Context: an optimization exercise on an open-source flow, tuned for small area. The choices shown serve that exercise and are no tape-out recipe. Function was checked by simulation only, so behaviour that the tests miss may differ from the original. No activity file was given, so power comes from the tool's default toggle rates.

// fpga2
module fpga2(
    input clk,
    input rst,
    input volUP,
    input volDOWN,
    input candy,
    input increase,
    input decrease,
    input open,
    input mute,
    input play,
    input mode,
    output audio_mclk,
    output audio_lrck,
    output audio_sck,
    output audio_sdin,
    output reg IA,
    output IB,
    output reg IIA,
    output IIB,
    output [3:0] DIGIT,
    output [6:0] DISPLAY
);
Settings: LEC_CHECK=0, ABC_AREA=1, CAP_MARGIN=20, CORE_MARGIN=2, CORE_UTILIZATION=40, SLEW_MARGIN=20, SYNTH_MEMORY_MAX_BITS=65536; clock period 150.0 ns.
standard.sh (not shown) runs the stock make flow with config.mk's settings and CLKGATE_MAP_FILE= SYNTH_SCRIPT=/design/flow/synth_recipe.tcl, a recipe that flattens the netlist after the stock synthesis.
==> flow/flow/run.sh <==
#!/bin/bash
# Own layout flow: the standard synthesis (unchanged), then an area
# re-mapping of its combinational logic with ABC (flip-flops untouched; a few
# randomised runs, the smallest kept, and proved equivalent to the standard
# netlist, else the standard netlist is used), then the standard ORFS steps
# from floorplan to finish with 1x port buffers and a clock tree of clkbuf_4
# without dummy loads. Each tool's output goes to its own log here.
set -euo pipefail
W=$PWD
R=$W/orfs/results/sky130hd/fpga2/base
YOSYS=$(command -v yosys || echo /OpenROAD-flow-scripts/tools/install/yosys/bin/yosys)
export LIBF=$FLOW_HOME/platforms/sky130hd/lib/sky130_fd_sc_hd__tt_025C_1v80.lib
export FLOW_TOP
DU=""
for c in $(sed -n '/DONT_USE_CELLS += /,/^#/p' $FLOW_HOME/platforms/sky130hd/config.mk | grep -o 'sky130_fd_sc_hd__[a-z0-9_]*'); do DU="$DU -dont_use $c"; done
export DONT_USE_ARGS="$DU"

bash standard.sh synth > log_synth_standard.txt 2>&1
cp $R/1_2_yosys.v $W/synth_standard.v

for B in 0 4; do
  for S in $((B+1)) $((B+2)) $((B+3)) $((B+4)); do
    printf 'strash\n&get -n\n&deepsyn -T 60 -S %s\n&put\ndch\namap\n' $S > $W/area_$S.abc
    ( IN_V=$W/synth_standard.v OUT_V=$W/synth_reopt_$S.v STAT_OUT=$W/reopt_stat_$S.txt \
      ABC_SCRIPT=$W/area_$S.abc ABC_CONSTR=$W/flow/abc.constr \
      timeout 900 $YOSYS -c flow/reopt.tcl > log_reopt_yosys_$S.txt 2>&1 || true ) &
  done
  wait
done

BEST=""; BA=""
for S in 1 2 3 4 5 6 7 8; do
  [ -s $W/synth_reopt_$S.v ] || continue
  A=$(grep "Chip area for module" $W/reopt_stat_$S.txt | awk '{print $NF}')
  if [ -z "$BA" ] || awk "BEGIN{exit !($A < $BA)}"; then BA=$A; BEST=$S; fi
done
echo "best reopt: $BEST area $BA" > reopt_choice.txt

if [ -n "$BEST" ] && GOLD_V=$W/synth_standard.v GATE_V=$W/synth_reopt_$BEST.v \
     timeout 900 $YOSYS -c flow/equiv.tcl > log_equiv_yosys.txt 2>&1; then
  echo "equivalence proved; using re-mapped netlist $BEST" >> reopt_choice.txt
  cp $W/synth_reopt_$BEST.v $R/1_2_yosys.v
  rm -f $R/1_synth.odb $R/1_synth.sdc
else
  echo "no proved re-mapped netlist; using the standard netlist" >> reopt_choice.txt
fi

bash standard.sh finish \
  "BUFFER_PORTS_ARGS=-buffer_cell sky130_fd_sc_hd__buf_1" \
  "CTS_ARGS=-sink_clustering_enable -repair_clock_nets -dont_use_dummy_load -buf_list sky130_fd_sc_hd__clkbuf_4" \
  > log_orfs_finish.txt 2>&1
Other scripts of this flow, unchanged in this note and not shown: flow/flow/abc.constr, flow/flow/equiv.tcl, flow/flow/reopt.tcl
==> next run, changes <==
CORE_UTILIZATION = 55   (was 40)
The changed run went through all stages and came out clean.
Wire length drops by a little under a tenth.
Final area is about the same.
First-iteration DRC count came out higher by about a fifth.
Area after synthesis increases slightly.
Power drops by a little under a tenth.
Die area decreases by a quarter to a third.
Worst setup slack gains 0.43 ns.
Global-route usage went up by 5.6 points.
Clock power hardly moves.
Synthesized cell count climbs slightly.
Sequential power decreases by a few percent.


fpga2, a different RTL version from the one above (not shown whole).
Size: ~750 cells after synthesis, about 30 I/O pins, about 5700 sq um of cells after synthesis.
Settings: LEC_CHECK=0, ABC_AREA=1, CAP_MARGIN=20, CORE_MARGIN=2, CORE_UTILIZATION=55, GPL_TIMING_DRIVEN=0, SLEW_MARGIN=20, SYNTH_MEMORY_MAX_BITS=65536; clock period 150.0 ns.
==> flow/flow/run.sh <==
#!/bin/bash
# Own layout flow: the standard synthesis (unchanged), then an area
# re-mapping of its combinational logic with ABC (flip-flops untouched; 12
# randomised deepsyn runs, 4 at a time, the smallest kept and proved
# equivalent to the standard netlist, else the standard netlist is used), then the standard ORFS steps
# from floorplan to finish with 1x port buffers and a clock tree of clkbuf_4
# without dummy loads; placement is not timing-driven (no timing buffers),
# so the synthesis pass-through buffers are removed before it. Each tool's output goes to its own log here.
set -euo pipefail
W=$PWD
R=$W/orfs/results/sky130hd/fpga2/base
YOSYS=$(command -v yosys || echo /OpenROAD-flow-scripts/tools/install/yosys/bin/yosys)
export LIBF=$FLOW_HOME/platforms/sky130hd/lib/sky130_fd_sc_hd__tt_025C_1v80.lib
export FLOW_TOP
DU=""
for c in $(sed -n '/DONT_USE_CELLS += /,/^#/p' $FLOW_HOME/platforms/sky130hd/config.mk | grep -o 'sky130_fd_sc_hd__[a-z0-9_]*'); do DU="$DU -dont_use $c"; done
export DONT_USE_ARGS="$DU"

bash standard.sh synth > log_synth_standard.txt 2>&1
cp $R/1_2_yosys.v $W/synth_standard.v

# deepsyn seeds, 4 at a time (the first ones gave the smallest results for
# this design in trial runs)
SEEDS=(26 25 8 19 20 16 17 18 1 2 3 4)
for B in 0 4 8; do
  for S in ${SEEDS[@]:$B:4}; do
    printf 'strash\n&get -n\n&deepsyn -T 60 -S %s\n&put\ndch\namap\n' $S > $W/area_$S.abc
    ( IN_V=$W/synth_standard.v OUT_V=$W/synth_reopt_$S.v STAT_OUT=$W/reopt_stat_$S.txt \
      ABC_SCRIPT=$W/area_$S.abc ABC_CONSTR=$W/flow/abc.constr \
      timeout 900 $YOSYS -c flow/reopt.tcl > log_reopt_yosys_$S.txt 2>&1 || true ) &
  done
  wait
done

BEST=""; BA=""
for S in ${SEEDS[@]}; do
  [ -s $W/synth_reopt_$S.v ] || continue
  A=$(grep "Chip area for module" $W/reopt_stat_$S.txt | awk '{print $NF}')
  if [ -z "$BA" ] || awk "BEGIN{exit !($A < $BA)}"; then BA=$A; BEST=$S; fi
done
echo "best reopt: $BEST area $BA" > reopt_choice.txt

if [ -n "$BEST" ] && GOLD_V=$W/synth_standard.v GATE_V=$W/synth_reopt_$BEST.v \
     timeout 900 $YOSYS -c flow/equiv.tcl > log_equiv_yosys.txt 2>&1; then
  echo "equivalence proved; using re-mapped netlist $BEST" >> reopt_choice.txt
  cp $W/synth_reopt_$BEST.v $R/1_2_yosys.v
  rm -f $R/1_synth.odb $R/1_synth.sdc
else
  echo "no proved re-mapped netlist; using the standard netlist" >> reopt_choice.txt
fi

bash standard.sh finish \
  "PRE_GLOBAL_PLACE_TCL=$W/flow/pre_gpl.tcl" \
  "BUFFER_PORTS_ARGS=-buffer_cell sky130_fd_sc_hd__buf_1" \
  "CTS_ARGS=-sink_clustering_enable -repair_clock_nets -dont_use_dummy_load -buf_list sky130_fd_sc_hd__clkbuf_4" \
  > log_orfs_finish.txt 2>&1
==> flow/flow/pre_gpl.tcl <==
# Before global placement: remove the synthesis buffers (the pass-through
# buffers the netlist writer needs), as the standard flow does when its
# placement is timing-driven.
remove_buffers
Other scripts of this flow, unchanged in this note and not shown: flow/flow/abc.constr, flow/flow/equiv.tcl, flow/flow/reopt.tcl
Edit:
--- a/flow/flow/run.sh
+++ b/flow/flow/run.sh
@@ -21,7 +21,4 @@
 
-# deepsyn seeds, 4 at a time (the first ones gave the smallest results for
-# this design in trial runs)
-SEEDS=(26 25 8 19 20 16 17 18 1 2 3 4)
 for B in 0 4 8; do
-  for S in ${SEEDS[@]:$B:4}; do
+  for S in $((B+1)) $((B+2)) $((B+3)) $((B+4)); do
     printf 'strash\n&get -n\n&deepsyn -T 60 -S %s\n&put\ndch\namap\n' $S > $W/area_$S.abc
@@ -35,3 +32,3 @@
 BEST=""; BA=""
-for S in ${SEEDS[@]}; do
+for S in 1 2 3 4 5 6 7 8 9 10 11 12; do
   [ -s $W/synth_reopt_$S.v ] || continue
Wire length grows by 2.9%.
Sequential power rose by about 2%.
Critical path depth goes down by 1.
Setup slack improved by 0.39 ns.
Cell count climbs by about 2%.
Die area went up by 0.70%.
Non-clock buffer count stays the same.
Hold slack gets worse by 0.016 ns.
Edit:
--- a/flow/flow/run.sh
+++ b/flow/flow/run.sh
@@ -6,4 +6,3 @@
 # from floorplan to finish with 1x port buffers and a clock tree of clkbuf_4
-# without dummy loads; placement is not timing-driven (no timing buffers),
-# so the synthesis pass-through buffers are removed before it. Each tool's output goes to its own log here.
+# without dummy loads. Each tool's output goes to its own log here.
 set -euo pipefail
@@ -49,3 +48,2 @@
 bash standard.sh finish \
-  "PRE_GLOBAL_PLACE_TCL=$W/flow/pre_gpl.tcl" \
   "BUFFER_PORTS_ARGS=-buffer_cell sky130_fd_sc_hd__buf_1" \
removed: flow/flow/pre_gpl.tcl
Outcome:
- The changed run finished with timing, DRC and antenna clean
- power rose by 2.2%
- hold slack improved by 0.0056 ns
- die area is unchanged
- critical path depth decreases by 1

[afterwards: timing with drivers on the ports]
The flow's constraints put no driver on any port. The routed layouts listed below were extracted and timed again, unchanged, in two steps. Step 1, drivers: a clkbuf_16 drives clk and a buf_2 each remaining input, both assumed. Step 2 also shifts input and output timing later by t, the mid clock arrival at the registers, as if the neighbouring blocks saw the same clock. a / b / c = no drivers / after step 1 / after step 2; a / b = the first two.
run | t (ns) | setup WS [ns] | worst setup path at the end | latest minus earliest clock arrival (ns)
the first run of note 1 | 0.531 | 115.776 / 115.790 / 115.259 | input to register | 0.037 / 0.038
the second run of note 1 | 0.552 | 116.210 / 116.224 / 115.672 | input to register | 0.033 / 0.033
the first run of note 2 | 0.531 | 115.665 / 115.677 / 115.146 | input to register | 0.049 / 0.048
the second run of note 2 | 0.526 | 116.060 / 116.071 / 115.545 | input to register | 0.026 / 0.027
the third run of note 2 | 0.548 | 115.989 / 115.996 / 115.448 | input to register | 0.033 / 0.032
After both steps every run listed still meets setup and hold. The setup slack of the third run of note 2, which loses most, moves by +0.007 ns with the drivers and by -0.541 ns with both steps.
